Source: an optimization exercise on an open RTL-to-GDS flow (aim: small area and a short achievable clock period). Production flows keep margins and buffers that such runs may drop.
Where RTL was checked, it was by simulation tests only, not by an equivalence proof against the original.
The RTL of runs 5 to 8 was laid out without a check of its function.

<file path="flow/design.v">
module fft_3_8 #(
 parameter DBW = 8,
 parameter CBW = 3) (
 input                  clk,
 input                  rstx,
 input                  clear,
 input      [  DBW-1:0] din,
 output reg [2*DBW-1:0] dout );
reg [2:0] cnt;
always @(posedge clk or negedge rstx)
  if (!rstx)      cnt <= 3'd0;
  else if (clear) cnt <= 3'd0;
  else            cnt <= cnt + 3'd1;
wire [2:0] cntn = clear ? 3'd0 : cnt + 3'd1;
wire [7:0] ph  = 8'd1 << cnt;
wire [7:0] phn = 8'd1 << cntn;                       
reg [7:0] din_r, sr1, sr2, sr3, sr4, opb;
wire st1 = ph[5] | ph[6] | ph[7] | ph[0];
wire [9:0] sum = {{2{sr4[7]}}, sr4} + {{2{opb[7]}}, opb} + 10'd1;
wire [8:0] nd  = {opb[7], opb} - {sr4[7], sr4};
wire [7:0] s   = sum[8:1];
wire       sat = (sr4 == 8'h7f) && (opb == 8'h80);    
wire [7:0] q   = sat ? 8'h81 : nd[8:1];
always @(posedge clk) begin
  din_r <= din;
  sr1   <= st1 ? s : din_r;
  sr2   <= sr1;
  sr3   <= ph[1] ? s : sr2;              
  sr4   <= sr3;
  opb   <= (ph[0] | ph[1]) ? sr1 : ph[2] ? s : din;
end
reg [7:0] d0, d1, d2, d3;       
reg [7:0] c1, c5, x0, x4;       
always @(posedge clk) begin
  if (ph[5]) d0 <= q;
  if (ph[6]) d1 <= q;
  if (ph[7]) d2 <= q;
  if (ph[0]) d3 <= q;
  if (ph[1]) c1 <= q;
  if (ph[2]) c5 <= q;
  if (ph[3]) begin x0 <= s; x4 <= q; end
end
reg tneg, te;
always @(posedge clk) begin
  tneg <= phn[2] | phn[4];
  te   <= phn[2] | phn[3];
end
wire [8:0] tq3 = {{2{d1[7]}}, d1[7:1]} ^ {9{tneg}};
wire [8:0] tq7 = {{2{d3[7]}}, d3[7:1]};
wire [1:0] tk  = {1'b0, tneg} + {1'b0, te & d3[0]};
wire [8:0] tsum = tq3 + tq7 + {7'd0, tk};
reg  [8:0] t;
always @(posedge clk) t <= tsum;
wire [13:0] tx = {{5{t[8]}}, t};
wire [13:0] q1 = tx << 5, q2 = tx << 3, q3 = tx << 2;
wire [13:0] ps1 = q1 ^ q2 ^ q3;
wire [13:0] pc1 = {(q1[12:0] & q2[12:0]) | (q1[12:0] & q3[12:0]) | (q2[12:0] & q3[12:0]), 1'b0};
wire [13:0] ps2 = ps1 ^ pc1 ^ tx;
wire [13:0] pc2 = {(ps1[12:0] & pc1[12:0]) | (ps1[12:0] & tx[12:0]) | (pc1[12:0] & tx[12:0]), 1'b0};
wire [13:0] p45 = ps2 + pc2;
wire        pz  = t[5:0] == 6'd0;         
wire [7:0] u1 = ~{d0[7], d0[7:1]} + 8'd2;
wire [7:0] mi = ({d2[7], d2} + 9'd3) >> 1;
wire [7:0] ni = ~{d2[7], d2[7:1]} + 8'd2;
reg [7:0] wu, wm, wn, h1, h2, g1, g2;
reg       z1, z2, y1, y2;
always @(posedge clk) begin
  if (ph[3]) begin h1 <= p45[13:6]; z1 <= pz; end         
  if (ph[4]) begin h2 <= p45[13:6]; z2 <= pz; end         
  if (ph[5]) begin g1 <= p45[13:6]; y1 <= pz;             
                   wu <= u1; wm <= mi; wn <= ni; end
  if (ph[6]) begin g2 <= p45[13:6]; y2 <= pz; end         
end
reg rx0, rx4, rc1, rcx, rh, rg, rinv, rci, rzh, rzg;        
reg ic5, ic6, im, in, ih, ig, iinv, ione, izh, izg;         
always @(posedge clk or negedge rstx)
  if (!rstx) begin
    {rx0, rx4, rc1, rcx, rh, rg, rinv, rci, rzh, rzg} <= 10'b0010000100;
    {ic5, ic6, im, in, ih, ig, iinv, ione, izh, izg} <= 10'b1000000000;
  end else begin
    rx0  <= phn[6];                                    
    rx4  <= phn[7];                                    
    rc1  <= phn[0] | phn[1];                           
    rcx  <= phn[2] | phn[3] | phn[4] | phn[5];         
    rh   <= phn[2] | phn[3];
    rg   <= phn[4] | phn[5];
    rinv <= phn[3] | phn[4];
    rci  <= phn[7] | phn[0] | phn[1];
    rzh  <= phn[3];
    rzg  <= phn[4];
    ic5  <= phn[0];                                    
    ic6  <= phn[1];                                    
    im   <= phn[2] | phn[3];
    in   <= phn[4] | phn[5];
    ih   <= phn[2] | phn[3];
    ig   <= phn[4] | phn[5];
    iinv <= phn[3] | phn[5];
    ione <= phn[0] | phn[1];
    izh  <= phn[3];
    izg  <= phn[5];
  end
wire [8:0] are = ({9{rx0}} & {x0, 1'b0})
               | ({9{rx4}} & {~x4, 1'b1})
               | ({9{rc1}} & ~{c1[7], c1})
               | ({9{rcx}} & {wu[7], wu});
wire [7:0] bre = (({8{rh}} & h1) | ({8{rg}} & g1)) ^ {8{rinv}};
wire [8:0] bre9 = {bre[7], bre} | {8'd0, rc1};
wire       cre = rci | (rzh & z1) | (rzg & y1);
wire [8:0] vre = are + bre9 + {8'd0, cre};
wire [8:0] aim = ({9{ic5}} & {c5[7], c5})
               | ({9{ic6}} & ~{c5[7], c5})
               | ({9{im}} & {wm[7], wm})
               | ({9{in}} & {wn[7], wn});
wire [7:0] bim = (({8{ih}} & h2) | ({8{ig}} & g2)) ^ {8{iinv}};
wire [8:0] bim9 = {bim[7], bim} | {8'd0, ic6};
wire       cim = ione | (izh & z2) | (izg & y2);
wire [8:0] vim = aim + bim9 + {8'd0, cim};
always @(posedge clk) dout <= {vim[8:1], vre[8:1]};
endmodule
</file>
<file path="flow/flow/run.sh">
#!/bin/bash
set -euo pipefail
MARGIN=${MARGIN:-7}
sed "s/SETUP_SLACK_MARGIN=[0-9.]*/SETUP_SLACK_MARGIN=$MARGIN/" standard.sh > margin_flow.sh
bash margin_flow.sh > margin_flow.log 2>&1
</file>
<file path="flow/standard.sh">
#!/bin/bash
# synth_recipe.tcl (not shown) runs the flow's synth.tcl, then flattens the netlist and writes it again
# the make line also repeats each setting of config.mk as NAME=value (left out here)
make -C /OpenROAD-flow-scripts/flow DESIGN_CONFIG=/design/flow/config.mk WORK_HOME=/design/flow/orfs CLKGATE_MAP_FILE= SYNTH_SCRIPT=/design/flow/synth_recipe.tcl "${@:-finish}"
</file>
<file path="flow/config.mk">
export PLATFORM = sky130hd
export DESIGN_NAME = fft_3_8
export DESIGN_NICKNAME = fft_3_8
export VERILOG_FILES = /design/flow/design.v
export SDC_FILE = /design/flow/constraint.sdc
export NUM_CORES = 4
export LEC_CHECK = 0
export CAP_MARGIN = 20
export CORE_MARGIN = 2
export CORE_UTILIZATION = 40
export CTS_CLUSTER_DIAMETER = 100
export CTS_CLUSTER_SIZE = 30
export SETUP_SLACK_MARGIN = 5
export SLEW_MARGIN = 20
</file>
<file path="flow/constraint.sdc">
create_clock -name core_clock -period 9.5 [get_ports {clk}]
set_input_delay 1.9000 -clock core_clock [delete_from_list [all_inputs] [get_ports {clk}]]
set_output_delay 1.9000 -clock core_clock [all_outputs]
set_load 0.01 [all_outputs]
</file>
==> results of run 1 <==
## sequential cells by signal, summed over array words and instances, names as in the netlist, 7 cells and up
register and flops:
c1 8, c5 8, d0 7, d1 7, d2 8, d3 8, din_r 8, dout 16
g1 8, g2 8, h1 8, h2 8, opb 8, sr1 8, sr2 8, sr3 8
sr4 8, t 9, wm 8, wn 8, wu 8, x0 8, x4 8
## metal layers
| layer | vias to the layer above | part of all wire, % |
|---|---|---|
| met2 | 83 | 49 |
| met4 | 0 | 1.5 |
| met5 | - | 0 |
| met1 | 2802 | 47 |
| li1 | 2930 | - |
| met3 | 18 | 2.9 |
## logic make-up (layout without fill, tap and decap cells)
logic type      Yosys count  in the layout  synth area share, %
flops                   215            215                57.04
simple gates            175            175                8.421
compound gates          139            139                9.577
buf+inv                  91            153                3.544
fa+ha+maj                89             89                12.68
xor+xnor                 73             73                6.491
mux                      21             21                2.248
## through the flow
step	cell area, sq um	hold slack, ns
CTS	11250	0.3327
global route	11500	0.3290
floorplan	9956	0.3096
detailed placement	10540	0.3121
global placement	10540	0.3104
finish	11500	0.3259
## worst reg2reg max path, cell delays in order, from the launching register on
cell and delay (ns):
dfxtp_4 0.39, fa_1 0.56, fa_1 0.46, ha_4 0.30, nand4_1 0.13, a21oi_2 0.24
nor2_2 0.07, o21ai_2 0.19, a21oi_2 0.08, xnor2_1 0.13, buf_4 0.15
## final timing paths
| check | to | start | cells after the start |
|---|---|---|---|
| worst max-delay path | g2[6] | t[3] | 10 |
| worst min-delay path | sr4[3] | sr3[3] | 0 |
| max in group asynchronous | rh | rstx | 1 |
| worst min register to register | sr4[3] | sr3[3] | 0 |
| min in group asynchronous | rh | rstx | 1 |
| worst max register to register | g2[6] | t[3] | 10 |
## cell type report
cell class,instances,share of cell area [%]
sequential,215,49.15
multi-input combinational,497,37.36
timing repair buffer,63,4.633
tap,324,3.524
clock buffer,15,2.708
inverter,73,2.404
clock inverter,2,0.2175
## Yosys cell counts (2+ instances only)
cell and n:
o41ai_1 2, dfxtp_1 75, xnor2_1 51, buf_1 2, clkbuf_1 15, mux2i_1 12, nor2b_1 11, nand3_1 2
edfxtp_1 122, nand2b_1 8, a21oi_1 29, dfrtp_1 15, o21ai_0 34, fa_1 18, nor3_1 19, a21o_1 3
ha_1 71, a41oi_1 2, a21boi_0 3, o211ai_1 2, a2bb2oi_1 3, o31ai_1 4, a22oi_1 25, a221o_1 10
or2_2 2, or3_1 2, nand4_1 4, dfstp_2 3, and3_1 7, nor2_1 50, inv_1 72, a221oi_2 2
and2_1 8, xor2_1 22, mux2_2 9, a211oi_1 4, o21a_1 8, nand2_1 53
## what timing repair did
action / CTS / global route
hold buffers: 0 / 0
endpoints found under the setup margin: 104 / 119
gates cloned: 1 / 0
resized for setup: 129 / 38
buffers inserted: 22 / 11
pin swaps: 44 / 34
==> results.toml, run 1 <==
[outcome]
outcome = "no timing/DRC/antenna violations"

[synth]
syn-cell-area_sq_um = 9851
synth.largest_area_cell = "edfxtp_1"
synthTopCellsByArea = "edfxtp_1, dfxtp_1, ha_1"
synth_top_area_share_pct = 37.19
synth-edff-count = 122
ys_seq_area_share_pct = 57.04
syn_nets = 903
synth.distinct_cells = 57
syn_avg_cell_area_sq_um = 12.27
ys_async_sr_fraction_pct = 8.372
ys_warn_count = 1
synthCells = 803
ys_seq_elements = 215
synth_ff_type = "edfxtp_1"

[drt]
post-route-drc-count = 0
finalWirelength_mm = 19.57
viasPerCell = 4.906
drt-pass1-iter-count = 4
routedWlPerCell_um = 16.46
drt_iter0_drc = 285
ant_nets = 0
vias = 5833

[timing]
fmax_ghz = 0.3431
hold_violations = 0
worst_slew_pin_slew_ns = 0.8552
setup_viol = 0
period_share_pct = 30.68
tns_ns = 0
slew-limit-headroom_pct = 42.89
period_needed_ns = 2.915
rsz0062_at_grt = "yes"
drv_slew = 0
skew_ns = 0.01525
worst_slack_ns = 6.585

[finish]
nets = 961
seq_area_sq_um = 5654
utilization_pct = 47.44
antennaDiodeCount = 0
layout_commonest_cell = "edfxtp_1"
drive_gt1_share_pct = 20.35
final_cells = 1189
syn2layout_area_growth_pct = 16.78
final_cell_mix = "edfxtp_1, inv_1, ha_1"
multi_input_area_sq_um = 4298
n_fill_cell = 2187

[setup_path]
arrival_ns = 3.14
critPathCaptureType = "register"
start_kind = "register"
critical_path.max_fanout = 5
slowest_delay_ns = 0.55
crit_family = "adder cells"
slowest_stage = "fa_1"
crit_type = "reg -> reg"
critPathBufInv = 1
required_ns = 9.73
ff2ff_setup_slack_ns = 6.59
crit_chain = "fa_1 > fa_1 > ha_4 > nand4_1 > a21oi_2 > nor2_2 > o21ai_2 > a21oi_2 > xnor2_1 > buf_4"

[placement]
port_buffers = 26
post-place-ws_ns = 6.209
dpl.cell_count = 1138
gp_congestion = 0.8270
dp_hpwl_mm = 13.98

[clocking]
htreeDepth = 1
insertion_delay_ns = 0.46
ctsRootBufferMaster = "clkbuf_16"
clkSinkCount = 215
cts_made_buffers = 11
cts.clk_slew.worst_paths_ns = 0.11
cts_buffer_depth = 3
cts_tree = "built"

[global_route]
grt_pass1_vias = 5825
track_usage_pct = 15.02
gr-total-overflow = 0
antenna_found_initial = 0
use_met2_pct = 25.93
grt_max_degree = 42
globalRouteMet3Util_pct = 1.705
grtUsageMet1_pct = 20.59
grt.busiest_layer = "met2"
grt_pass1_wl_mm = 30.84

[worst_hold_path]
hold_class = "reg -> reg"

[floorplan]
row_count = 57
die_w_um = 160.9
num_io_pins = 27
start_util_pct = 40.62
die_area_sq_um = 25900
die_h_um = 160.9
coreArea_sq_um = 24250

[flow_run]
maxCapViolCount = 0
==> run 2, diff against run 1 <==
==> flow/flow/run.sh (replaced) <==
#!/bin/bash
set -euo pipefail
MARGIN=${MARGIN:-6.25}
sed "s/SETUP_SLACK_MARGIN=[0-9.]*/SETUP_SLACK_MARGIN=$MARGIN/" standard.sh > margin_flow.sh
bash margin_flow.sh > margin_flow.log 2>&1
==> run 2 against run 1 <==
Sequential share of layout area rose by 2.8 points. Cell area fell by 5.8%. Critical path depth fell by 9. Area after synthesis did not move. Fmax fell by 8.7%. Critical endpoint is now dout[6]. Highest routed layer unchanged. Synthesized cell count did not move. Final cell count fell by 2.9%. Global-route usage fell by 0.22 points. Wire length fell by 3.1%. Die area did not move. Clock skew rose by 0.0044 ns.
==> results.toml, run 2 <==
[timing]
slew-limit-headroom_pct = 29.56
period_share_pct = 33.60
period_needed_ns = 3.192
setup_viol = 0
hold_slack_ns = 0.3357
drv_slew = 0
fmax_ghz = 0.3133
skew_ns = 0.01964
rsz0062_at_grt = "no"
tns_ns = 0
hold_violations = 0
worst_slew_pin_slew_ns = 1.048

[synth]
synth.largest_area_cell = "edfxtp_1"
synth_ff_type = "edfxtp_1"
synthCells = 803
ys_async_sr_fraction_pct = 8.372
ys_seq_area_share_pct = 57.04
syn-cell-area_sq_um = 9851
ys_seq_elements = 215
synth.most_common_cell = "edfxtp_1"
syn_avg_cell_area_sq_um = 12.27
synthTopCellsByArea = "edfxtp_1, dfxtp_1, ha_1"
synth_top_area_share_pct = 37.19
synth.distinct_cells = 57
syn_nets = 903
synth-edff-count = 122
ys_warn_count = 1
synth_top_cells_by_count = "edfxtp_1, dfxtp_1, inv_1"

[floorplan]
die_area_sq_um = 25900
die_w_um = 160.9
die_h_um = 160.9
start_util_pct = 40.62
row_count = 57
num_io_pins = 27
coreArea_sq_um = 24250

[flow_run]
maxCapViolCount = 0

[global_route]
track_usage_pct = 14.80
grt_max_degree = 42
grt_pass1_vias = 5569
gr-total-overflow = 0
grt_pass1_wl_mm = 30.25
antenna_found_initial = 0

[finish]
final_cells = 1154
nets = 926
antennaDiodeCount = 0
final_cell_mix = "edfxtp_1, inv_1, ha_1"
drive_gt1_share_pct = 5.904
n_fill_cell = 2255
regMostFlops = "dout"
layout_commonest_cell = "edfxtp_1"
design_area_sq_um = 10840
reg_top3 = "dout: 16 flops, t: 9 flops"
largest_reg_flops = 16
syn2layout_area_growth_pct = 10.01

[clocking]
htreeDepth = 1
ctsHoldBuffers = 0
ctsRootBufferMaster = "clkbuf_16"
postCtsSetupBuffers = 0
cts.clk_slew.worst_paths_ns = 0.10
insertion_delay_ns = 0.47
cts_made_buffers = 11
clkSinkCount = 215
cts_tree = "built"
cts_buffer_depth = 3

[setup_path]
slowest_delay_ns = 0.52
arrival_ns = 1.29
critPathCaptureType = "output port"
start_kind = "register"
crit_family = "buffers and inverters"
crit_type = "reg -> out"
slowest_stage = "clkdlybuf4s50_1"
critical_path.max_fanout = 1
crit_chain = "clkdlybuf4s50_1"
critPathBufInv = 1
required_ns = 7.60

[drt]
ant_nets = 0
post-route-drc-count = 0
viasPerCell = 4.888
finalWirelength_mm = 18.96
drt-pass1-iter-count = 4
drt_iter0_drc = 404
vias = 5641
routedWlPerCell_um = 16.43

[placement]
dp_hpwl_mm = 13.68
port_buffers = 26
dpl.cell_count = 1137
dpl_cell_area_sq_um = 10460
gp_congestion = 0.8038

[outcome]
outcome = "no timing/DRC/antenna violations"

[worst_hold_path]
hold_class = "reg -> reg"
==> run 2: cells by family (layout without fill, tap and decap cells) <==
logic type	Yosys count	in the layout	share of synthesized area, %
AO/OA/AOI/OAI	139	139	9.577
XOR/XNOR	73	73	6.491
adder cells (fa/ha/maj)	89	89	12.68
buffers and inverters	91	118	3.544
flip-flops	215	215	57.04
multiplexers	21	21	2.248
AND/OR/NAND/NOR	175	175	8.421
==> run 2: final timing paths <==
path / end / start / slack (ns) / cells past startpoint
min in group asynchronous: izh / rstx / 1.89 / 1
hold reg to reg: sr4[6] / sr3[6] / 0.34 / 0
max in group asynchronous: rh / rstx / 7.04 / 1
hold / removal: sr4[6] / sr3[6] / 0.34 / 0
setup reg to reg: h1[7] / t[5] / 6.51 / 10
setup / recovery: dout[6] / dout[6] / 6.31 / 1
==> run 2: what timing repair did <==
item | in CTS | in global routing
pin swaps | 0 | 1
setup endpoints to repair | 8 | 32
resized for setup | 8 | 20
==> run 2: routing by layer <==
layer | up-vias | global-route usage (%) | part of all wire [%]
li1 | 2857 | - | -
met1 | 2709 | 21.30 | 49
met2 | 63 | 24.44 | 47
met3 | 12 | 1.575 | 2.3
met4 | 0 | 2.922 | 1.6
met5 | - | 0 | 0
==> run 2: final cells by class <==
cell class                 count  area (sq um)  area share (%)
clock buffer                  14         307.8           2.840
clock inverter                 3         27.53          0.2540
inverter                      73         274.0           2.529
multi-input combinational    497          3905           36.04
sequential                   215          5630           51.96
tap                          324         405.4           3.741
timing repair buffer          28         286.5           2.644
==> run 2: metrics by stage <==
stage / setup slack, ns / util, %
6_report: 6.308 / 44.69
2_1_floorplan: 6.572 / -
3_5_place_dp: 6.236 / 43.13
5_1_grt: 6.263 / 44.69
4_1_cts: 6.252 / 44.48
3_3_place_gp: 6.293 / 43.13
==> run 3, diff against run 2 <==
==> flow/flow/run.sh (replaced) <==
#!/bin/bash
set -euo pipefail
MARGIN=${MARGIN:-6.5}
sed "s/SETUP_SLACK_MARGIN=[0-9.]*/SETUP_SLACK_MARGIN=$MARGIN/" standard.sh > margin_flow.sh
bash margin_flow.sh > margin_flow.log 2>&1
==> run 3 against run 2 <==
Still clean. Wire length grew 1.3%. Area after synthesis did not move. Final cell count is 0.35% higher. Clock skew rose by 0.0032 ns. Fmax rose by 8.0%. Synthesized cell count is the same. Non-clock buffer count increased by 4.
==> results.toml, run 3 <==
[synth]
synth_compound_area_share_pct = 9.577
yosys.area_share.xor_xnor_pct = 6.491
synth_top_area_share_pct = 37.19
yosys-mux-area-fraction_pct = 2.248
ys_async_sr_fraction_pct = 8.372
synth.distinct_cells = 57
synth.largest_area_cell = "edfxtp_1"
ys_warn_count = 1
ys_seq_elements = 215
synth_top_cells_by_count = "edfxtp_1, dfxtp_1, inv_1"
synthCells = 803
synth.most_common_cell = "edfxtp_1"
synth_top_family_by_area = "adder cells"
ys_seq_area_share_pct = 57.04
syn_avg_cell_area_sq_um = 12.27
synth-edff-count = 122
synthTopCellsByArea = "edfxtp_1, dfxtp_1, ha_1"
synth-adder-area-share_pct = 12.68
synth_ff_type = "edfxtp_1"
syn_nets = 903
synthSimpleGateAreaFrac_pct = 8.421
syn-cell-area_sq_um = 9851

[drt]
viasPerCell = 4.874
met3_length_um = 516
met2_length_mm = 9.030
post-route-drc-count = 0
routedWlPerCell_um = 16.58
met1Wirelength_mm = 9.351
drt-pass1-iter-count = 4
vias = 5644
highest_layer = "met4"
drt_iter0_drc = 391
ant_nets = 0
finalWirelength_mm = 19.20

[floorplan]
num_io_pins = 27
start_util_pct = 40.62
coreArea_sq_um = 24250
row_count = 57
die_w_um = 160.9
die_area_sq_um = 25900
die_h_um = 160.9

[setup_path]
required_ns = 7.60
ff2ff_setup_slack_ns = 6.60
slowest_stage = "dfxtp_1"
crit_chain = "dlygate4sd2_1"
crit_family = "flip-flops"
crit_type = "reg -> out"
slowest_delay_ns = 0.32
critical_path.max_fanout = 1
start_kind = "register"
critPathBufInv = 1
critPathCaptureType = "output port"
arrival_ns = 1.05

[global_route]
track_usage_pct = 14.81
gr-total-overflow = 0
antenna_found_initial = 0
grt_pass1_wl_mm = 30.29
grt_max_degree = 42
grt_pass1_vias = 5576

[outcome]
outcome = "no timing/DRC/antenna violations"

[clocking]
ctsRootBufferMaster = "clkbuf_16"
htreeDepth = 1
clkSinkCount = 215
cts_buffer_depth = 3
insertion_delay_ns = 0.48
ctsHoldBuffers = 0
cts_made_buffers = 11
cts_tree = "built"
cts.clk_slew.worst_paths_ns = 0.12

[finish]
n_fill_cell = 2247
antennaDiodeCount = 0
drive_gt1_share_pct = 8.633
layout_commonest_cell = "edfxtp_1"
design_area_sq_um = 10970
syn2layout_area_growth_pct = 11.39
nets = 930
final_cell_mix = "edfxtp_1, inv_1, ha_1"
multi_input_area_sq_um = 4011
utilization_pct = 45.25
regMostFlops = "dout"
reg_top3 = "dout: 16 flops, t: 9 flops"
seq_area_sq_um = 5647
largest_reg_flops = 16

[timing]
worst_slew_pin_slew_ns = 1.055
slew-limit-headroom_pct = 29.63
drv_slew = 0
setup_viol = 0
hold_slack_ns = 0.3356
skew_ns = 0.02280
period_needed_ns = 2.955
hold_violations = 0
fmax_ghz = 0.3385
period_share_pct = 31.10
tns_ns = 0
rsz0062_at_grt = "yes"

[placement]
gp_congestion = 0.8038
port_buffers = 26
dpl_cell_area_sq_um = 10460
dp_hpwl_mm = 13.68

[flow_run]
maxCapViolCount = 0

[worst_hold_path]
hold_class = "reg -> reg"
-- run 3: cell counts after synthesis --
No cell type changed its count.
-- run 3: final cells by class --
type	count	share of cell area, %
Multi-Input combinational cell	497	36.56
Timing Repair Buffer	32	2.737
Inverter	73	2.497
Clock inverter	3	0.2509
Tap cell	324	3.694
Clock buffer	14	2.805
Sequential cell	215	51.46
-- run 3: logic make-up after synthesis --
group / count (synthesis)
DFF: 215
buffers and inverters: 91
adders and majority gates: 89
and+or+nand+nor: 175
muxes: 21
AOI/OAI and AO/OA: 139
xor gates and xnor gates: 73
-- run 3: final timing paths --
| check | startpoint | end | cells after the start |
|---|---|---|---|
| max | dout[8] | dout[8] | 1 |
| max reg2reg | t[2] | g2[6] | 9 |
| min reg2reg | sr3[6] | sr4[6] | 0 |
| max in group asynchronous | rstx | rh | 1 |
| min in group asynchronous | rstx | iinv | 1 |
| min | sr3[6] | sr4[6] | 0 |
-- run 3: stage by stage --
stage / setup WS, ns / std cells
2_1_floorplan: 6.572 / 803
3_3_place_gp: 6.293 / 1137
3_5_place_dp: 6.236 / 1137
4_1_cts: 6.459 / 1154
5_1_grt: 6.439 / 1158
6_report: 6.545 / 1158
-- run 3: timing repair --
item,4_1_cts,5_1_grt
endpoints found under the setup margin,46,38
gates resized for setup,28,38
setup buffers,0,4
pin swaps,4,4
-- run 3: routing by layer --
| layer | vias up | track usage (%) |
|---|---|---|
| met2 | 78 | 24.44 |
| met3 | 12 | 1.575 |
| met5 | - | 0 |
| met1 | 2697 | 21.33 |
| met4 | 0 | 2.922 |
| li1 | 2857 | - |
-- run 3: worst reg2reg max path: stages (launching register included) --
cell,delay [ns]
dfxtp_4,0.38
fa_1,0.56
fa_1,0.46
ha_4,0.30
nand4_1,0.16
a21oi_4,0.25
nor2_2,0.07
o21ai_2,0.22
a21oi_2,0.10
xnor2_2,0.16
==> run 4, diff against run 3 <==
==> flow/flow/run.sh (replaced) <==
#!/bin/bash
set -euo pipefail
MARGIN=${MARGIN:-6.5}
sed -e "s/SETUP_SLACK_MARGIN=[0-9.]*/SETUP_SLACK_MARGIN=$MARGIN/" \
    -e "s/ SLEW_MARGIN=/ BUFFER_PORTS_ARGS='-buffer_cell sky130_fd_sc_hd__buf_2' SLEW_MARGIN=/" \
    standard.sh > margin_flow.sh
bash margin_flow.sh > margin_flow.log 2>&1
==> run 4 against run 3 <==
Still clean. Setup slack gained 0.074 ns. Sequential share of layout area rose by 0.55 points. Clock-buffer cell count fell by 1. Synthesized cell count stayed put. Final cell count rose by 0.86%. Via count about the same.
==> results.toml, run 4 <==
[global_route]
gr-total-overflow = 0
antenna_found_initial = 0
grt_max_degree = 42
track_usage_pct = 14.66
grt_pass1_vias = 5592
grt_pass1_wl_mm = 29.97

[clocking]
cts_buffer_depth = 3
clkSinkCount = 215
cts_made_buffers = 11
htreeDepth = 1
cts_tree = "built"
ctsRootBufferMaster = "clkbuf_16"
ctsHoldBuffers = 0
cts.clk_slew.worst_paths_ns = 0.12
insertion_delay_ns = 0.48

[floorplan]
die_h_um = 160.9
num_io_pins = 27
start_util_pct = 40.62
die_w_um = 160.9
die_area_sq_um = 25900
coreArea_sq_um = 24250
row_count = 57

[timing]
tns_ns = 0
worst_slew_pin_slew_ns = 0.9826
skew_ns = 0.02466
fmax_ghz = 0.3472
rsz0062_at_grt = "yes"
setup_viol = 0
hold_violations = 0
period_share_pct = 30.32
slew-limit-headroom_pct = 34.50
period_needed_ns = 2.881
drv_slew = 0

[drt]
finalWirelength_mm = 18.81
routedWlPerCell_um = 16.11
drt_iter0_drc = 303
vias = 5649
viasPerCell = 4.836
drt-pass1-iter-count = 4
post-route-drc-count = 0
ant_nets = 0

[placement]
dpl.cell_count = 1138
dpl_cell_area_sq_um = 10330
port_buffers = 26
gp_congestion = 0.8080
dp_hpwl_mm = 13.77

[synth]
ys_warn_count = 1
syn-cell-area_sq_um = 9851
ys_seq_area_share_pct = 57.04
synth-edff-count = 122
syn_avg_cell_area_sq_um = 12.27
synth_top_cells_by_count = "edfxtp_1, dfxtp_1, inv_1"
synth.most_common_cell = "edfxtp_1"
ys_async_sr_fraction_pct = 8.372
syn_nets = 903
synthCells = 803
synth.largest_area_cell = "edfxtp_1"
synth_ff_type = "edfxtp_1"
ys_seq_elements = 215
synth.distinct_cells = 57
synth_top_area_share_pct = 37.19
synthTopCellsByArea = "edfxtp_1, dfxtp_1, ha_1"

[setup_path]
required_ns = 9.78
crit_path_end = "g1[7]"
start_kind = "register"
critPathCaptureType = "register"
ff2ff_setup_slack_ns = 6.62
setup.worst_path.start = "t[2]"
crit_type = "reg -> reg"
worstReg2RegStart = "t[2]"
critical_path.max_fanout = 4
arrival_ns = 3.16
r2r_cells = 8
r2r-end = "g1[7]"

[finish]
nets = 939
regMostFlops = "dout"
layout_commonest_cell = "edfxtp_1"
final_cells = 1168
reg_top3 = "dout: 16 flops, t: 9 flops"
final_cell_mix = "edfxtp_1, inv_1, ha_1, dfxtp_1, nand2_1"
design_area_sq_um = 10850
n_fill_cell = 2256
drive_gt1_share_pct = 11.63
syn2layout_area_growth_pct = 10.19
largest_reg_flops = 16

[outcome]
outcome = "no timing/DRC/antenna violations"

[flow_run]
maxCapViolCount = 0

[worst_hold_path]
hold_class = "reg -> reg"
run 4: per-stage QoR:
step / utilization, % / worst slack [ns] / hold slack [ns]
2_1_floorplan: - / 6.572 / 0.3096
3_3_place_gp: 42.62 / 6.404 / 0.3113
3_5_place_dp: 42.62 / 6.320 / 0.3128
4_1_cts: 43.96 / 6.407 / 0.3386
5_1_grt: 44.75 / 6.489 / 0.3447
6_report: 44.76 / 6.619 / 0.3318
run 4: how the worst min path moves through the flow:
stage | slack, ns | cells after the start | from | to
floorplan | 0.31 | 0 | sr3[0] | sr4[0]
global placement | 0.31 | 0 | sr3[5] | sr4[5]
detailed placement | 0.31 | 0 | sr3[5] | sr4[5]
CTS | 0.34 | 0 | sr3[0] | sr4[0]
global route | 0.34 | 0 | sr3[0] | sr4[0]
finish | 0.33 | 0 | sr3[0] | sr4[0]
run 4: layout make-up:
class | instances | area (sq um) | share of cell area (%)
Clock buffer | 13 | 282.8 | 2.605
Tap cell | 324 | 405.4 | 3.735
Inverter | 73 | 274.0 | 2.524
Sequential cell | 215 | 5645 | 52.01
Multi-Input combinational cell | 497 | 3966 | 36.54
Antenna cell | 1 | 2.502 | 0.02305
Timing Repair Buffer | 41 | 242.7 | 2.236
Clock inverter | 4 | 35.03 | 0.3228
run 4: logic make-up after synthesis:
| group | count (synthesis) | synth area share, % |
|---|---|---|
| compound gates | 139 | 9.577 |
| flops | 215 | 57.04 |
| buf+inv | 91 | 3.544 |
| mux | 21 | 2.248 |
| fa+ha+maj | 89 | 12.68 |
| simple gates | 175 | 8.421 |
| xor+xnor | 73 | 6.491 |
run 4: what timing repair did:
action                                  in CTS  in global routing
endpoints found under the setup margin      23                 31
pin swaps                                    0                 12
resized for setup                            7                 25
setup buffers                                0                 12
run 4: critical path: stages, from the launching register on:
cell and delay (ns):
dfxtp_4 0.38, fa_1 0.56, fa_1 0.46, ha_4 0.30
nand4_1 0.15, a21oi_2 0.26, nor3_2 0.08, o31ai_1 0.24
xor2_1 0.27
run 4: per-layer routing:
layer	vias to the layer above	track usage, %	share of wire (%)	routed length [um]
met2	76	23.90	46	8728
met1	2672	21.02	49	9127
met4	0	3.084	1.7	324
met5	-	0	0	0
met3	20	1.989	3.4	631
li1	2881	-	-	-
==> run 5, diff against run 4 <==
--- a/flow/design.v
+++ b/flow/design.v
@@ -73,11 +73,7 @@
 end
 reg rx0, rx4, rc1, rcx, rh, rg, rinv, rci, rzh, rzg;        
 reg ic5, ic6, im, in, ih, ig, iinv, ione, izh, izg;         
-always @(posedge clk or negedge rstx)
-  if (!rstx) begin
-    {rx0, rx4, rc1, rcx, rh, rg, rinv, rci, rzh, rzg} <= 10'b0010000100;
-    {ic5, ic6, im, in, ih, ig, iinv, ione, izh, izg} <= 10'b1000000000;
-  end else begin
+always @(posedge clk) begin
     rx0  <= phn[6];                                    
     rx4  <= phn[7];                                    
     rc1  <= phn[0] | phn[1];                           
==> run 5 against run 4 <==
Via count fell by 0.90%. Highest routed layer unchanged. Worst hold slack gained 0.0027 ns. Register-to-register slack worse by 0.02 ns. Area after synthesis fell by 1.2%. Wire length shrank 3.1%. Still clean.
==> results.toml, run 5 <==
[floorplan]
die_area_sq_um = 25600
num_io_pins = 27
coreArea_sq_um = 24110
start_util_pct = 40.39
die_w_um = 160.0
row_count = 57
die_h_um = 160.0

[finish]
nets = 928
largest_reg_flops = 16
design_area_sq_um = 10700
layout_commonest_cell = "edfxtp_1"
reg_top3 = "dout: 16 flops, t: 9 flops"
syn2layout_area_growth_pct = 9.870
drive_gt1_share_pct = 10.58
antennaDiodeCount = 0
final_cell_mix = "edfxtp_1, dfxtp_1, inv_1"
regMostFlops = "dout"

[synth]
syn-cell-area_sq_um = 9736
synth.most_common_cell = "edfxtp_1"
synthSimpleGateAreaFrac_pct = 8.521
synth_top_cells_by_count = "edfxtp_1, dfxtp_1, inv_1"
synth.largest_area_cell = "edfxtp_1"
yosys.area_share.xor_xnor_pct = 6.567
ys_async_sr_fraction_pct = 1.408
syn_nets = 902
synthCells = 802
ys_seq_elements = 213
synth_top_area_share_pct = 37.63
ys_warn_count = 1
syn_avg_cell_area_sq_um = 12.14
synth_compound_area_share_pct = 9.690
synth.distinct_cells = 56
synth_top_family_by_area = "adder cells"
synthTopCellsByArea = "edfxtp_1, dfxtp_1, ha_1"
yosys-mux-area-fraction_pct = 2.275
synth-adder-area-share_pct = 12.83
synth_ff_type = "edfxtp_1"
synth-edff-count = 122
ys_seq_area_share_pct = 56.50

[setup_path]
required_ns = 9.71
worstReg2RegStart = "t[4]"
start_kind = "register"
critical_path.max_fanout = 4
crit_type = "reg -> reg"
critPathCaptureType = "register"
r2r_cells = 9
arrival_ns = 3.11
ff2ff_setup_slack_ns = 6.60
r2r-end = "g1[6]"

[timing]
period_needed_ns = 2.902
rsz0062_at_grt = "yes"
drv_slew = 0
hold_slack_ns = 0.3345
tns_ns = 0
slew-limit-headroom_pct = 26.94
hold_violations = 0
setup_viol = 0
worst_slew_pin_slew_ns = 1.088
skew_ns = 0.009590
period_share_pct = 30.54
fmax_ghz = 0.3446

[global_route]
grt_pass1_wl_mm = 28.59
track_usage_pct = 14.05
gr-total-overflow = 0
grt_max_degree = 42
antenna_found_initial = 0
grt_pass1_vias = 5484

[worst_hold_path]
min_from = "sr3[4]"
hold_class = "reg -> reg"
hold_end = "sr4[4]"
hold_depth = 0

[outcome]
outcome = "no timing/DRC/antenna violations"

[placement]
port_buffers = 26
gp_congestion = 0.7862
dp_hpwl_mm = 13.52
dpl_cell_area_sq_um = 10200

[drt]
post-route-drc-count = 0
ant_nets = 0
drt-pass1-iter-count = 4
viasPerCell = 4.843
drt_iter0_drc = 328
vias = 5598
routedWlPerCell_um = 15.76
finalWirelength_mm = 18.22

[clocking]
insertion_delay_ns = 0.46
htreeDepth = 1
clkSinkCount = 213
ctsRootBufferMaster = "clkbuf_16"
cts_buffer_depth = 3
cts.clk_slew.worst_paths_ns = 0.11
cts_made_buffers = 11
ctsHoldBuffers = 0
cts_tree = "built"

[flow_run]
maxCapViolCount = 0
run 5: repair_timing:
| action | CTS | global route |
|---|---|---|
| pin swaps | 1 | 5 |
| buffers inserted | 0 | 5 |
| resized for setup | 9 | 24 |
| cloned | 0 | 0 |
| setup endpoints to repair | 29 | 27 |
run 5: cell type report:
| type | count | area, sq um |
|---|---|---|
| fillers | 2263 | 13410 |
| well taps | 324 | 405.4 |
| flip-flops and latches | 213 | 5525 |
| inverters | 73 | 274.0 |
| multi-input cells | 497 | 3985 |
| clock inverters | 3 | 35.03 |
| clock buffers | 14 | 296.5 |
| repair buffers | 32 | 175.2 |
run 5: cell families after synthesis:
logic type,after synthesis
AO/OA/AOI/OAI,139
XOR/XNOR,73
adder cells (fa/ha/maj),89
buffers and inverters,92
flip-flops,213
multiplexers,21
AND/OR/NAND/NOR,175
run 5: per-layer routing:
layer	share of wire, %	up-vias	track usage, %
met4	1.6	0	2.539
met5	0	-	0
met3	2.1	18	1.844
li1	-	2861	-
met2	50	65	25.21
met1	46	2654	18.39
run 5: stage by stage:
stage	instances	utilization [%]	setup WS, ns
after floorplan	802	-	6.572
after global placement	1134	42.32	6.287
after detailed placement	1134	42.32	6.215
after CTS	1151	43.76	6.480
after global routing	1156	44.37	6.456
final	1156	44.37	6.598
run 5: how the worst max path moves through the flow:
stage	from	endpoint	slack, ns	depth (start not counted)
2_1_floorplan	t[5]	g1[6]	6.57	11
3_3_place_gp	te	dout[15]	6.29	12
3_5_place_dp	te	dout[15]	6.21	12
4_1_cts	t[5]	g1[6]	6.48	11
5_1_grt	t[4]	g1[7]	6.46	10
6_report	t[4]	g1[6]	6.60	9
run 5: worst max-delay path, cell delays in order, from the launching register on:
cell,delay [ns]
dfxtp_4,0.37
buf_4,0.13
fa_1,0.58
fa_1,0.43
ha_1,0.34
a21o_1,0.19
a21oi_1,0.19
o21ai_2,0.11
a21oi_2,0.18
xnor2_2,0.10
==> run 6, diff against run 5 <==
--- a/flow/config.mk
+++ b/flow/config.mk
@@ -7,7 +7,7 @@
 export LEC_CHECK = 0
 export CAP_MARGIN = 20
 export CORE_MARGIN = 2
-export CORE_UTILIZATION = 40
+export CORE_UTILIZATION = 60
 export CTS_CLUSTER_DIAMETER = 100
 export CTS_CLUSTER_SIZE = 30
 export SETUP_SLACK_MARGIN = 5
==> run 6 against run 5 <==
Wire length rose by 4.9%. Area after synthesis did not move. Setup slack got worse by 0.046 ns. Cell area fell by 1.4%. Register-to-register slack got worse by 0.05 ns. Sequential share of layout area rose by 0.75 points. Utilization rose by 22 points. First-iteration DRC count rose by 3.4%. Flip-flop and latch count did not move.
==> results.toml, run 6 <==
[outcome]
outcome = "no timing/DRC/antenna violations"

[setup_path]
cp_common_cell = "fa_1"
ff2ff_setup_slack_ns = 6.55
crit_type = "reg -> reg"
slowest_stage = "fa_1"
critPathCaptureType = "register"
crit_chain = "fa_1 > fa_1 > ha_4 > nand4_1 > a21oi_4 > nor2_1 > o21ai_2 > a21oi_1 > xnor2_2"
start_kind = "register"
critical_path.max_fanout = 5
required_ns = 9.72
slowest_delay_ns = 0.55
crit_family = "adder cells"
arrival_ns = 3.16
critPathBufInv = 0

[finish]
largest_reg_flops = 16
n_fill_cell = 1242
final_cell_mix = "edfxtp_1, dfxtp_1, inv_1"
nets = 924
syn2layout_area_growth_pct = 8.303
seq_area_sq_um = 5525
reg_top3 = "dout: 16 flops, t: 9 flops"
drive_gt1_share_pct = 10.14
multi_input_area_sq_um = 4004
layout_commonest_cell = "edfxtp_1"
antennaDiodeCount = 0
regMostFlops = "dout"

[clocking]
clkSinkCount = 213
cts_buffer_depth = 3
ctsRootBufferMaster = "clkbuf_16"
cts_made_buffers = 11
insertion_delay_ns = 0.47
htreeDepth = 1
cts_tree = "built"
cts.clk_slew.worst_paths_ns = 0.11

[timing]
worst_slack_ns = 6.552
slew-limit-headroom_pct = 31.01
skew_ns = 0.02424
rsz0062_at_grt = "yes"
period_needed_ns = 2.948
fmax_ghz = 0.3392
drv_slew = 0
period_share_pct = 31.03
setup_viol = 0
hold_violations = 0
worst_slew_pin_slew_ns = 1.035
tns_ns = 0

[global_route]
grt_max_degree = 42
track_usage_pct = 22.14
grt_pass1_vias = 5841
gr-total-overflow = 0
antenna_found_initial = 0
grt_pass1_wl_mm = 30.14

[drt]
drt_iter0_drc = 339
drt-pass1-iter-count = 7
vias = 5805
finalWirelength_mm = 19.12
post-route-drc-count = 0
routedWlPerCell_um = 18.32
ant_nets = 0
viasPerCell = 5.560

[synth]
synth.most_common_cell = "edfxtp_1"
synth_ff_type = "edfxtp_1"
synth_top_area_share_pct = 37.63
synth.distinct_cells = 56
ys_seq_area_share_pct = 56.50
ys_async_sr_fraction_pct = 1.408
synthTopCellsByArea = "edfxtp_1, dfxtp_1, ha_1"
synth-edff-count = 122
syn-cell-area_sq_um = 9736
ys_seq_elements = 213
synthCells = 802
synth_top_cells_by_count = "edfxtp_1, dfxtp_1, inv_1"
synth.largest_area_cell = "edfxtp_1"
syn_avg_cell_area_sq_um = 12.14
syn_nets = 902
ys_warn_count = 1

[placement]
gp_congestion = 0.8885
port_buffers = 26
dp_hpwl_mm = 14.10
post-place-ws_ns = 6.179

[floorplan]
die_area_sq_um = 17260
coreArea_sq_um = 15890
die_h_um = 131.4
start_util_pct = 61.29
row_count = 46
num_io_pins = 27
die_w_um = 131.4

[worst_hold_path]
hold_class = "reg -> reg"

[flow_run]
maxCapViolCount = 0
==> run 6: cell counts after synthesis <==
Identical to the previous run, type by type.
==> run 6: cell type report <==
cell class	count	share of cell area (%)
Multi-Input combinational cell	497	37.97
Clock buffer	15	2.753
Clock inverter	2	0.2967
Tap cell	216	2.563
Timing Repair Buffer	28	1.412
Sequential cell	213	52.40
Inverter	73	2.599
==> run 6: what timing repair did <==
item | 4_1_cts | 5_1_grt
hold buffers | 0 | 0
setup buffers | 0 | 2
gates resized for setup | 10 | 25
pin swaps | 2 | 10
hold endpoints to repair | 0 | 0
setup endpoints to repair | 33 | 26
==> run 6: cell families after synthesis <==
logic type / count (synthesis) / share of synthesized area (%)
DFF: 213 / 56.50
buffers and inverters: 92 / 3.624
muxes: 21 / 2.275
and+or+nand+nor: 175 / 8.521
xor gates and xnor gates: 73 / 6.567
adders and majority gates: 89 / 12.83
AOI/OAI and AO/OA: 139 / 9.691
==> run 6: final timing paths <==
| path | start | end | cells past startpoint |
|---|---|---|---|
| setup reg to reg | t[2] | h1[6] | 9 |
| hold reg to reg | sr3[1] | sr4[1] | 0 |
| max in group asynchronous | rstx | cnt[0] | 1 |
| hold / removal | sr3[1] | sr4[1] | 0 |
| min in group asynchronous | rstx | cnt[2] | 1 |
| setup / recovery | t[2] | h1[6] | 9 |
==> run 6: per-layer routing <==
| layer | part of all wire [%] | global-route usage [%] | vias up |
|---|---|---|---|
| met5 | 0 | 0 | - |
| met4 | 1.7 | 4.046 | 0 |
| met3 | 3.5 | 2.469 | 25 |
| li1 | - | - | 2845 |
| met2 | 51 | 40.85 | 108 |
| met1 | 44 | 28.51 | 2827 |
==> run 6: through the flow <==
| step | cells | hold WS [ns] | area (sq um) | utilization, % |
|---|---|---|---|---|
| 2_1_floorplan | 802 | 0.3096 | 9736 | - |
| 4_1_cts | 1042 | 0.3374 | 10400 | 65.48 |
| 3_5_place_dp | 1025 | 0.3121 | 10060 | 63.33 |
| 3_3_place_gp | 1025 | 0.3101 | 10060 | 63.32 |
| 6_report | 1044 | 0.3366 | 10540 | 66.38 |
| 5_1_grt | 1044 | 0.3424 | 10540 | 66.38 |
==> run 7, diff against run 6 <==
==> flow/flow/run.sh (replaced) <==
#!/bin/bash
set -euo pipefail
MARGIN=${MARGIN:-6.75}
sed -e "s/SETUP_SLACK_MARGIN=[0-9.]*/SETUP_SLACK_MARGIN=$MARGIN/" \
    -e "s/ SLEW_MARGIN=/ BUFFER_PORTS_ARGS='-buffer_cell sky130_fd_sc_hd__buf_2' SLEW_MARGIN=/" \
    standard.sh > margin_flow.sh
bash margin_flow.sh > margin_flow.log 2>&1
--- a/flow/config.mk
+++ b/flow/config.mk
@@ -7,7 +7,7 @@
 export LEC_CHECK = 0
 export CAP_MARGIN = 20
 export CORE_MARGIN = 2
-export CORE_UTILIZATION = 60
+export CORE_UTILIZATION = 40
 export CTS_CLUSTER_DIAMETER = 100
 export CTS_CLUSTER_SIZE = 30
 export SETUP_SLACK_MARGIN = 5
==> run 7 against run 6 <==
Utilization down 21 points. Cell area increased by 4.4%.
==> results.toml, run 7 <==
[synth]
synth_top_cells_by_count = "edfxtp_1, dfxtp_1, inv_1"
synthCells = 802
syn_avg_cell_area_sq_um = 12.14
synth_ff_type = "edfxtp_1"
yosys.area_share.xor_xnor_pct = 6.567
synth_top_area_share_pct = 37.63
synthSimpleGateAreaFrac_pct = 8.521
ys_warn_count = 1
synthTopCellsByArea = "edfxtp_1, dfxtp_1, ha_1"
ys_seq_area_share_pct = 56.50
synth-adder-area-share_pct = 12.83
synth.most_common_cell = "edfxtp_1"
synth.largest_area_cell = "edfxtp_1"
synth_compound_area_share_pct = 9.690
syn-cell-area_sq_um = 9736
synth_top_family_by_area = "adder cells"
synth.distinct_cells = 56
ys_async_sr_fraction_pct = 1.408
syn_nets = 902
ys_seq_elements = 213
yosys-mux-area-fraction_pct = 2.275
synth-edff-count = 122

[timing]
fmax_ghz = 0.3409
slew-limit-headroom_pct = 37.35
skew_ns = 0.01875
tns_ns = 0
hold_violations = 0
setup_viol = 0
worst_slew_pin_slew_ns = 0.9326
period_share_pct = 30.88
drv_slew = 0
period_needed_ns = 2.933
rsz0062_at_grt = "yes"
hold_slack_ns = 0.3325

[setup_path]
ff2ff_setup_slack_ns = 6.57
slowest_stage = "fa_1"
critical_path.max_fanout = 5
cp_common_cell = "fa_1"
crit_type = "reg -> reg"
crit_family = "adder cells"
critPathBufInv = 1
r2r_cells = 9
r2r-end = "h1[7]"
arrival_ns = 3.16
critPathCaptureType = "register"
required_ns = 9.72
slowest_delay_ns = 0.55
crit_chain = "fa_1 > fa_1 > ha_4 > nand4_1 > a21oi_4 > nor3_4 > o31ai_2 > xor2_1 > buf_4"
worstReg2RegStart = "t[2]"
start_kind = "register"

[worst_hold_path]
hold_end = "sr4[0]"
hold_class = "reg -> reg"
hold_depth = 0
min_from = "sr3[0]"

[floorplan]
num_io_pins = 27
die_w_um = 160.0
start_util_pct = 40.39
die_h_um = 160.0
die_area_sq_um = 25600
coreArea_sq_um = 24110
row_count = 57

[finish]
final_cell_mix = "edfxtp_1, inv_1, dfxtp_1"
drive_gt1_share_pct = 15.64
antennaDiodeCount = 0
n_fill_cell = 2255
nets = 938
largest_reg_flops = 16
design_area_sq_um = 11010
syn2layout_area_growth_pct = 13.10
layout_commonest_cell = "edfxtp_1"
regMostFlops = "dout"
reg_top3 = "dout: 16 flops, t: 9 flops"

[global_route]
gr-total-overflow = 0
grt_max_degree = 42
grt_pass1_vias = 5741
antenna_found_initial = 0
grt_pass1_wl_mm = 30.02
track_usage_pct = 14.65

[clocking]
cts_buffer_depth = 3
htreeDepth = 1
cts_tree = "built"
ctsHoldBuffers = 0
ctsRootBufferMaster = "clkbuf_16"
cts_made_buffers = 12
insertion_delay_ns = 0.48
clkSinkCount = 213
cts.clk_slew.worst_paths_ns = 0.11

[placement]
dpl_cell_area_sq_um = 10220
port_buffers = 26
gp_congestion = 0.8267
dp_hpwl_mm = 13.68

[drt]
highest_layer = "met4"
drt-pass1-iter-count = 4
post-route-drc-count = 0
finalWirelength_mm = 18.74
met1Wirelength_mm = 8.815
drt_iter0_drc = 365
viasPerCell = 4.892
met3_length_um = 478
routedWlPerCell_um = 16.04
ant_nets = 0
met2_length_mm = 9.156
vias = 5714

[outcome]
outcome = "no timing/DRC/antenna violations"

[flow_run]
maxCapViolCount = 0
-- run 7: cell counts after synthesis --
Identical to the previous run, type by type.
-- run 7: logic make-up (layout without fill, tap and decap cells) --
kind of cell               after synthesis  in the layout
DFF                                    213            213
xor gates and xnor gates                73             73
and+or+nand+nor                        175            175
buffers and inverters                   92            134
muxes                                   21             21
AOI/OAI and AO/OA                      139            139
adders and majority gates               89             89
-- run 7: worst max path at each step --
stage               from  endpoint  slack, ns  depth (start not counted)
floorplan           t[4]     g1[6]       6.75                         11
global placement      te  dout[15]       6.31                         12
detailed placement    te  dout[15]       6.21                         12
CTS                 t[2]     h1[7]       6.57                          9
global route        t[2]     g1[7]       6.44                          9
finish              t[2]     h1[7]       6.57                          9
-- run 7: final cells by class --
| cell class | instances | area [sq um] | area share [%] |
|---|---|---|---|
| sequential | 213 | 5545 | 50.36 |
| clock inverter | 5 | 66.31 | 0.6023 |
| timing repair buffer | 41 | 290.3 | 2.636 |
| tap | 324 | 405.4 | 3.682 |
| multi-input combinational | 497 | 4096 | 37.20 |
| clock buffer | 15 | 332.8 | 3.023 |
| inverter | 73 | 274.0 | 2.489 |
-- run 7: stage by stage --
stage                     instances  util, %  setup slack (ns)
final                          1168    45.68             6.567
after global routing           1168    45.68             6.439
after CTS                      1161    44.77             6.574
after detailed placement       1135    42.41             6.208
after global placement         1135    42.41             6.307
after floorplan                 802        -             6.751
-- run 7: what timing repair did --
action	in CTS	in global routing
endpoints found under the setup margin	59	58
gates resized for setup	32	41
pin swaps	13	6
buffers inserted	6	7
-- run 7: per-layer routing --
metal	vias to the layer above	GRT usage, %
met1	2745	19.97
li1	2881	-
met4	0	2.703
met3	20	1.818
met5	-	0
met2	68	25.40
-- run 7: worst register-to-register path, stage by stage (launching register included) --
cell and delay [ns]:
dfxtp_4 0.38, fa_1 0.55, fa_1 0.46, ha_4 0.30
nand4_1 0.17, a21oi_4 0.27, nor3_4 0.09, o31ai_2 0.21
xor2_1 0.10, buf_4 0.16
==> run 8, diff against run 7 <==
--- a/flow/design.v
+++ b/flow/design.v
@@ -60,15 +60,14 @@
 wire [13:0] p45 = ps2 + pc2;
 wire        pz  = t[5:0] == 6'd0;         
 wire [7:0] u1 = ~{d0[7], d0[7:1]} + 8'd2;
-wire [7:0] mi = ({d2[7], d2} + 9'd3) >> 1;
-wire [7:0] ni = ~{d2[7], d2[7:1]} + 8'd2;
-reg [7:0] wu, wm, wn, h1, h2, g1, g2;
-reg       z1, z2, y1, y2;
+reg [7:0] wu, h1, h2, g1, g2;
+reg [6:0] wq5;
+reg       wp5, z1, z2, y1, y2;
 always @(posedge clk) begin
   if (ph[3]) begin h1 <= p45[13:6]; z1 <= pz; end         
   if (ph[4]) begin h2 <= p45[13:6]; z2 <= pz; end         
   if (ph[5]) begin g1 <= p45[13:6]; y1 <= pz;             
-                   wu <= u1; wm <= mi; wn <= ni; end
+                   wu <= u1; wq5 <= d2[7:1]; wp5 <= d2[0]; end
   if (ph[6]) begin g2 <= p45[13:6]; y2 <= pz; end         
 end
 reg rx0, rx4, rc1, rcx, rh, rg, rinv, rci, rzh, rzg;        
@@ -105,11 +104,15 @@
 wire [8:0] vre = are + bre9 + {8'd0, cre};
 wire [8:0] aim = ({9{ic5}} & {c5[7], c5})
                | ({9{ic6}} & ~{c5[7], c5})
-               | ({9{im}} & {wm[7], wm})
-               | ({9{in}} & {wn[7], wn});
+               | ({9{im}} & {{2{wq5[6]}}, wq5})
+               | ({9{in}} & ~{{2{wq5[6]}}, wq5});
 wire [7:0] bim = (({8{ih}} & h2) | ({8{ig}} & g2)) ^ {8{iinv}};
-wire [8:0] bim9 = {bim[7], bim} | {8'd0, ic6};
-wire       cim = ione | (izh & z2) | (izg & y2);
-wire [8:0] vim = aim + bim9 + {8'd0, cim};
+wire [8:0] bim9 = {bim[7], bim};
+wire [1:0] kim = ic5 ? 2'd1
+               : ic6 ? 2'd2
+               : im  ? 2'd1 + {1'b0, wp5} + {1'b0, izh & z2}
+               : in  ? {1'b1, izg & y2}
+               :       2'd0;
+wire [8:0] vim = aim + bim9 + {7'd0, kim};
 always @(posedge clk) dout <= {vim[8:1], vre[8:1]};
 endmodule
==> flow/flow/run.sh (replaced) <==
#!/bin/bash
set -euo pipefail
MARGIN=${MARGIN:-6.5}
sed -e "s/SETUP_SLACK_MARGIN=[0-9.]*/SETUP_SLACK_MARGIN=$MARGIN/" \
    -e "s/ SLEW_MARGIN=/ BUFFER_PORTS_ARGS='-buffer_cell sky130_fd_sc_hd__buf_2' SLEW_MARGIN=/" \
    standard.sh > margin_flow.sh
bash margin_flow.sh > margin_flow.log 2>&1
==> run 8 against run 7 <==
First-iteration DRC count down 13%. Worst hold slack worse by 0.0031 ns. Fmax up 1.8%. Utilization down 1.3 points. Non-clock buffer count down 8. Critical path type unchanged. Largest cell class unchanged. Highest routed layer unchanged.
==> results.toml, run 8 <==
[synth]
synth.largest_area_cell = "edfxtp_1"
synth.most_common_cell = "edfxtp_1"
synth.distinct_cells = 58
synth_top_area_share_pct = 36.09
syn_nets = 883
syn-cell-area_sq_um = 9485
ys_warn_count = 1
syn_avg_cell_area_sq_um = 12.19
synthCells = 778
synth_ff_type = "edfxtp_1"
ys_async_sr_fraction_pct = 1.463
synth_top_cells_by_count = "edfxtp_1, dfxtp_1, ha_1"
ys_seq_elements = 205
synthTopCellsByArea = "edfxtp_1, dfxtp_1, ha_1"
synth-edff-count = 114
ys_seq_area_share_pct = 55.45

[timing]
worst_slew_pin_slew_ns = 0.9914
period_share_pct = 30.33
period_needed_ns = 2.881
slew-limit-headroom_pct = 32.01
hold_violations = 0
hold_slack_ns = 0.3295
fmax_ghz = 0.3471
tns_ns = 0
setup_viol = 0
drv_slew = 0
skew_ns = 0.01130
rsz0062_at_grt = "yes"

[finish]
final_cell_mix = "edfxtp_1, dfxtp_1, ha_1"
reg_top3 = "dout: 16 flops, t: 9 flops"
utilization_pct = 44.37
nets = 904
layout_commonest_cell = "edfxtp_1"
seq_area_sq_um = 5288
drive_gt1_share_pct = 10.96
n_fill_cell = 2184
largest_reg_flops = 16
syn2layout_area_growth_pct = 9.471
multi_input_area_sq_um = 3956
regMostFlops = "dout"

[setup_path]
required_ns = 9.68
arrival_ns = 3.06
crit_type = "reg -> reg"
start_kind = "register"
critical_path.max_fanout = 4
critPathCaptureType = "register"

[floorplan]
die_w_um = 158.0
row_count = 56
num_io_pins = 27
start_util_pct = 40.53
die_area_sq_um = 24960
coreArea_sq_um = 23400
die_h_um = 158.0

[drt]
routedWlPerCell_um = 15.96
finalWirelength_mm = 17.93
ant_nets = 0
vias = 5497
drt_iter0_drc = 318
post-route-drc-count = 0
drt-pass1-iter-count = 5
viasPerCell = 4.895

[global_route]
grt_max_degree = 33
gr-total-overflow = 0
grt_pass1_vias = 5294
track_usage_pct = 14.54
grt_pass1_wl_mm = 28.01
antenna_found_initial = 0

[clocking]
cts.clk_slew.worst_paths_ns = 0.11
cts_buffer_depth = 3
htreeDepth = 1
ctsRootBufferMaster = "clkbuf_16"
cts_tree = "built"
ctsHoldBuffers = 0
cts_made_buffers = 10
clkSinkCount = 205
insertion_delay_ns = 0.46

[placement]
gp_congestion = 0.8497
port_buffers = 26
dp_hpwl_mm = 12.98

[flow_run]
maxCapViolCount = 0

[outcome]
outcome = "no timing/DRC/antenna violations"

[worst_hold_path]
hold_class = "reg -> reg"
[run 8: cell count changes after synthesis, sizes merged, moves of 5 or more]
cell / change
a221o: -5
a22oi: -8
inv: -11
nor2: -8
xnor2: -9
edfxtp: -8
o21a: -5
o21bai: +5
nand3: +10
[run 8: logic make-up after synthesis]
logic type               after synthesis  share of synthesized area [%]
buffers and inverters                 86                          3.548
AO/OA/AOI/OAI                        131                          9.603
flip-flops                           205                          55.45
AND/OR/NAND/NOR                      175                          8.891
multiplexers                          23                          2.612
adder cells (fa/ha/maj)               94                          13.90
XOR/XNOR                              64                          5.989
[run 8: area by class of cell]
| type | count | area share (%) |
|---|---|---|
| Inverter | 62 | 2.241 |
| Timing Repair Buffer | 33 | 1.795 |
| Sequential cell | 205 | 50.92 |
| Tap cell | 319 | 3.844 |
| Clock inverter | 1 | 0.1687 |
| Multi-Input combinational cell | 487 | 38.10 |
| Clock buffer | 15 | 2.904 |
| Antenna cell | 1 | 0.02410 |
[run 8: layer usage]
metal	part of all wire (%)	GRT usage, %	up-vias
met4	3.0	5.191	0
met1	49	20.10	2612
met3	3.3	2.026	19
met2	45	23.44	81
met5	0	0	-
li1	-	-	2785
[run 8: worst paths after layout]
path / start / to / slack (ns) / cells after the start
min in group asynchronous: rstx / cnt[0] / 1.22 / 1
min reg2reg: sr3[2] / sr4[2] / 0.33 / 0
max: t[4] / g1[7] / 6.62 / 10
max in group asynchronous: rstx / cnt[2] / 8.16 / 1
max reg2reg: t[4] / g1[7] / 6.62 / 10
min: sr3[2] / sr4[2] / 0.33 / 0
[run 8: metrics by stage]
| stage | setup slack [ns] | instances | cell area, sq um |
|---|---|---|---|
| floorplan | 6.530 | 778 | 9487 |
| global placement | 6.143 | 1103 | 9946 |
| detailed placement | 6.094 | 1103 | 9946 |
| CTS | 6.489 | 1119 | 10290 |
| global route | 6.445 | 1122 | 10380 |
| finish | 6.619 | 1123 | 10380 |
[run 8: worst max-delay path: stages, from the launching register on]
cell and delay, ns:
dfxtp_4 0.38, inv_2 0.06, fa_1 0.49, fa_1 0.51, inv_1 0.06, ha_4 0.28
nand3_1 0.09, a21oi_2 0.21, o2111ai_2 0.17, mux2i_1 0.17, nand4_1 0.18
[run 8: what timing repair did]
item / 4_1_cts / 5_1_grt
buffers inserted: 0 / 3
pin swaps: 0 / 9
setup endpoints to repair: 23 / 23
resized for setup: 9 / 18

==> re-timing with driven ports <==
The results above use ideal ports. As a check the final layouts listed here were re-extracted and re-timed, cells and wires unchanged. Step 1: set_driving_cell puts a clkbuf_16 on clk and a buf_2 on each other input, an assumption about the parent block. Step 2, shift: input delay + t, output delay - t, t = (earliest + latest rising clock arrival at the registers) / 2. This alone moves slack from input paths to output paths. a / b / c = ideal / step 1 / step 2; a / b = the first two.
run | shift t [ns] | setup slack, ns | worst setup path after step 2 | cell pins on the clock port's net
run 1 | 0.498 | 6.585 / 6.585 / 6.585 | register to register | 1
run 2 | 0.506 | 6.308 / 6.266 / 6.245 | input to register | 1
run 3 | 0.506 | 6.545 / 6.503 / 6.221 | input to register | 1
run 4 | 0.513 | 6.619 / 6.593 / 6.619 | register to register | 1
run 5 | 0.501 | 6.598 / 6.598 / 6.598 | register to register | 1
run 6 | 0.495 | 6.552 / 6.552 / 6.552 | register to register | 1
run 7 | 0.512 | 6.567 / 6.567 / 6.567 | register to register | 1
run 8 | 0.504 | 6.619 / 6.619 / 6.619 | register to register | 1
After both steps setup and hold are still met in every run listed. For run 3, which loses most, drivers alone change the setup slack by -0.042 ns; drivers and shift together by -0.324 ns.
